From an optimization exercise on the open Yosys and OpenROAD flow, aimed at small area and a short achievable clock period; shortcuts taken in it are not production practice. In this exercise RTL edits were held to simulation tests only and were not proved equivalent to the original. The clock port is modelled as an ideal driver, which makes a skipped or thinned clock tree look cheaper than it is; a real chip needs a root buffer or a tree. No activity file was given, so power comes from the tool's default toggle rates.

==> harbor <==
Design IOTDF, start of the top module:
module IOTDF( clk, rst, in_en, iot_in, fn_sel, busy, valid, iot_out);
==> module IOTDF, before the edit <==
module IOTDF( clk, rst, in_en, iot_in, fn_sel, busy, valid, iot_out);
input        clk;
input        rst;
input        in_en;
input  [7:0] iot_in;
input  [2:0] fn_sel;
output     busy;
output reg valid;
output reg [127:0] iot_out;
parameter GRAY2BIN = 3'b001;
parameter FIR      = 3'b010;
assign busy = 1'b0;
reg [9:0] counter;
reg       e2;
reg [7:0] r1, r2, r3;
reg       par;
reg [127:0] fir_q;
wire       acc  = in_en;                              
wire       wrap = (counter[9:6] == 4'b1111);          
wire [3:0] lo   = counter[3:0];                       
wire       e1   = (lo == 4'd0) && (counter[9:4] != 6'd0);
always @(posedge clk or posedge rst) begin
    if (rst) begin
        counter <= 10'd0;
        e2      <= 1'b0;
        valid   <= 1'b0;
    end else if (acc) begin
        counter <= wrap ? 10'd0 : counter + 10'd1;
        e2      <= e1;
        valid   <= ((fn_sel == GRAY2BIN) && e1) || ((fn_sel == FIR) && e2);
    end
end
function [7:0] g2b;
    input [7:0] g;
    input       p;
    integer i;
    begin
        g2b[7] = p ^ g[7];
        for (i = 6; i >= 0; i = i - 1)
            g2b[i] = g2b[i+1] ^ g[i];
    end
endfunction
function [7:0] fir;
    input [7:0] a, b, c;
    reg [11:0] s;
    begin
        s = {a, 2'b00} + a + {b, 3'b000} + b + {c, 1'b0} + 12'd8;
        fir = s[11:4];
    end
endfunction
wire [7:0] fb = (lo == 4'd1) ? 8'd0 : r2;
wire [7:0] fc = (lo == 4'd1 || lo == 4'd2) ? 8'd0 : r3;
always @(posedge clk) begin
    if (acc) begin
        r1    <= iot_in;
        r2    <= r1;
        r3    <= r2;
        par   <= ((lo == 4'd1) ? 1'b0 : par) ^ (^r1);
        fir_q <= {fir_q[119:0], fir(r1, fb, fc)};
    end
end
wire [7:0] conv_r1 = g2b(r1, par);
wire [7:0] conv_r2 = g2b(r2, 1'b0);
genvar k;
generate
    for (k = 0; k < 16; k = k + 1) begin : lane
        wire       w  = (k == 0)  ? (lo == 4'd2) :
                        (k == 15) ? e1 :
                                    (lo == k + 1);
        wire [7:0] cv = (k == 0) ? conv_r2 : conv_r1;
        always @(posedge clk) begin
            if (acc) begin
                if (e2)
                    iot_out[127-8*k -: 8] <= fir_q[127-8*k -: 8];
                else if (w)
                    iot_out[127-8*k -: 8] <= cv;
            end
        end
    end
endgenerate
endmodule
make LEC_CHECK=0 CAP_MARGIN=20 CORE_MARGIN=2 CORE_UTILIZATION=40 PLACE_DENSITY=0.6 SLEW_MARGIN=20 finish   # period 10.0 ns
run.sh (not shown) runs the stock make flow with config.mk's settings and CLKGATE_MAP_FILE= SYNTH_SCRIPT=/design/flow/synth_recipe.tcl, a recipe that flattens the netlist after the stock synthesis.
==> amber: changes against harbor <==
==> flow/design.v (replaced) <==
`timescale 1ns/10ps
module IOTDF( clk, rst, in_en, iot_in, fn_sel, busy, valid, iot_out);
input        clk;
input        rst;
input        in_en;
input  [7:0] iot_in;
input  [2:0] fn_sel;
output     busy;
output reg valid;
output reg [127:0] iot_out;
parameter GRAY2BIN = 3'b001;
parameter FIR      = 3'b010;
assign busy = 1'b0;
reg [9:0] counter;
reg       e2;
reg       f0, f1;
reg [7:0] r1, r2;
reg       par;
reg [11:0] part;
reg [127:0] fir_n;
wire       wrap = (counter[9:6] == 4'b1111);          
wire [3:0] lo   = counter[3:0];                       
wire       e1   = (lo == 4'd0) && (counter[9:4] != 6'd0);
always @(posedge clk or posedge rst) begin
    if (rst) begin
        counter <= 10'd0;
        f0      <= 1'b1;
        f1      <= 1'b0;
        e2      <= 1'b0;
        valid   <= 1'b0;
    end else if (in_en) begin
        counter <= wrap ? 10'd0 : counter + 10'd1;
        f0      <= wrap || (lo == 4'd15);
        f1      <= !wrap && (lo == 4'd0);
        e2      <= e1;
        valid   <= ((fn_sel == GRAY2BIN) && e1) || ((fn_sel == FIR) && e2);
    end
end
function [7:0] g2b;
    input [7:0] g;
    input       p;
    integer i;
    begin
        g2b[7] = p ^ g[7];
        for (i = 6; i >= 0; i = i - 1)
            g2b[i] = g2b[i+1] ^ g[i];
    end
endfunction
wire [11:0] part_nxt = f0 ? 12'd8 :
                       ({1'b0, r1, 3'b000} + {4'b0, r1} + {3'b0, r2, 1'b0} + 12'd8);
wire [11:0] fsum     = {2'b0, r1, 2'b00} + {4'b0, r1} + part;
wire [7:0]  fir_nxt  = fsum[11:4];
always @(posedge clk) begin
    if (in_en) begin
        r1    <= iot_in;
        r2    <= f0 ? 8'd0 : r1;
        par   <= (f1 ? 1'b0 : par) ^ (^r1);
        part  <= part_nxt;
        fir_n <= {fir_n[119:0], ~fir_nxt};
    end
end
wire [7:0] conv_r1 = g2b(r1, par);
wire [7:0] conv_r2 = g2b(r2, 1'b0);
genvar k;
generate
    for (k = 0; k < 16; k = k + 1) begin : lane
        wire       w  = (k == 0)  ? (lo == 4'd2) :
                        (k == 15) ? e1 :
                                    (lo == k + 1);
        wire [7:0] cv = (k == 0) ? conv_r2 : conv_r1;
        wire [7:0] fv = (k == 0) ? {1'b0, ~fir_n[126:120]} : ~fir_n[127-8*k -: 8];
        always @(posedge clk) begin
            if (in_en && (e2 || w))
                iot_out[127-8*k -: 8] <= e2 ? fv : cv;
        end
    end
endgenerate
endmodule
==> flow/flow/run.sh (new file) <==
#!/bin/bash
set -euo pipefail
MARGIN=$(cat flow/margin.txt)
CTS="-sink_clustering_enable -repair_clock_nets -sink_clustering_size 30"
CTS="$CTS -sink_clustering_max_diameter 100 -dont_use_dummy_load"
CTS="$CTS -buf_list {sky130_fd_sc_hd__clkbuf_8 sky130_fd_sc_hd__clkbuf_16}"
bash standard.sh SETUP_SLACK_MARGIN=$MARGIN \
  "BUFFER_PORTS_ARGS=-buffer_cell sky130_fd_sc_hd__buf_1" \
  "CTS_ARGS=$CTS" \
  POST_CTS_TCL=$PWD/flow/post_cts.tcl finish > standard.log 2>&1
==> flow/flow/margin.txt (new file) <==
7.0
==> flow/flow/post_cts.tcl (new file) <==
set block [ord::get_db_block]
set root [$block findInst clkbuf_0_clk]
if {$root ne "NULL"} {
  set in_net  [[$root findITerm A] getNet]
  set out_net [[$root findITerm X] getNet]
  set loads {}
  foreach it [$out_net getITerms] {
    if {[$it getInst] ne $root} { lappend loads $it }
  }
  set nload [expr {[llength $loads] + [llength [$in_net getITerms]] - 1}]
  if {$nload <= 4} {
    foreach it $loads {
      $it disconnect
      $it connect $in_net
    }
    odb::dbInst_destroy $root
    odb::dbNet_destroy $out_net
    puts "post_cts: removed clkbuf_0_clk, clock port now drives $nload cell pins"
  } else {
    puts "post_cts: kept clkbuf_0_clk, port would drive $nload cell pins"
  }
}
==> flow/standard.sh (new file) <==
#!/bin/bash
# synth_recipe.tcl (not shown) runs the flow's synth.tcl, then flattens the netlist and writes it again
# the make line also repeats each setting of config.mk as NAME=value (left out here)
make -C /OpenROAD-flow-scripts/flow DESIGN_CONFIG=/design/flow/config.mk WORK_HOME=/design/flow/orfs CLKGATE_MAP_FILE= SYNTH_SCRIPT=/design/flow/synth_recipe.tcl "${@:-finish}"
- CORE_UTILIZATION: 40 -> 70
- CTS_BUF_LIST: unset -> sky130_fd_sc_hd__clkbuf_8 sky130_fd_sc_hd__clkbuf_16
- CTS_CLUSTER_DIAMETER: unset -> 100
- CTS_CLUSTER_SIZE: unset -> 30
- PLACE_DENSITY: 0.6 -> 0.8
removed: flow/run.sh
==> out/qor.csv <==
metric,value,unit
run status,"complete, no violations",
met1 Use GR,0.392,
Mapped Nets,792,
P per Cell Area,266,nW/µm²
slowest CP cell,fa_1,
WHS,0.430,ns
Yosys top cell area share,0.724,
number of synthesized register bits,297,
Die Span Y,133,µm
Synth Area in Compound Gates,0.0843,
fin crit period,3.00,ns
post-layout instance area,13200,µm²
nonclk buf count,173,
Slew Limit Headroom,0.430,
Initial Util,0.713,
Comb. pwr,1140,µW
post-synthesis sequential area ratio,0.754,
Seq cells,297,
nets@finish,947,
Max Clock Skew,0.0420,ns
Source of the figures above: amber

==> out/qor.csv <==
metric,value,unit
Max Clock Skew,0.0171,ns
Die Span Y,175,µm
Seq cells,293,
post-synthesis sequential area ratio,0.743,
run status,"complete, no violations",
P per Cell Area,306,nW/µm²
WHS,0.439,ns
Slew Limit Headroom,0.344,
Synth Area in Compound Gates,0.0660,
Initial Util,0.407,
met1 Use GR,0.238,
number of synthesized register bits,293,
nonclk buf count,147,
Source of the figures above: harbor

re-timing with driven ports:
The flow's constraints put no driver on any port. The routed layouts listed below were extracted and timed again, unchanged, in two steps.
Step 1 (the two cells are an assumption about what drives the block):
set clk [get_ports {clk}]
set_driving_cell -lib_cell sky130_fd_sc_hd__clkbuf_16 $clk
set_driving_cell -lib_cell sky130_fd_sc_hd__buf_2 [delete_from_list [all_inputs] $clk]
Step 2 times the ports against the registers' clock, not the clock port: input delays grow and output delays shrink by t, the midpoint of the rising clock arrivals with the driver on.
a / b / c = ideal / step 1 / step 2; a / b = the first two.
run	shift t [ns]	setup WS [ns]	hold slack, ns	cell pins on the clock port's net
harbor	0.603	5.146 / 5.146 / 5.146	0.439 / 0.439 / 0.439	1
amber	0.397	6.995 / 6.995 / 6.668	0.430 / 0.430 / 0.430	2
After both steps every run listed still meets setup and hold. For amber, which loses most, drivers alone change the setup slack by 0.000 ns; drivers and shift together by -0.327 ns.
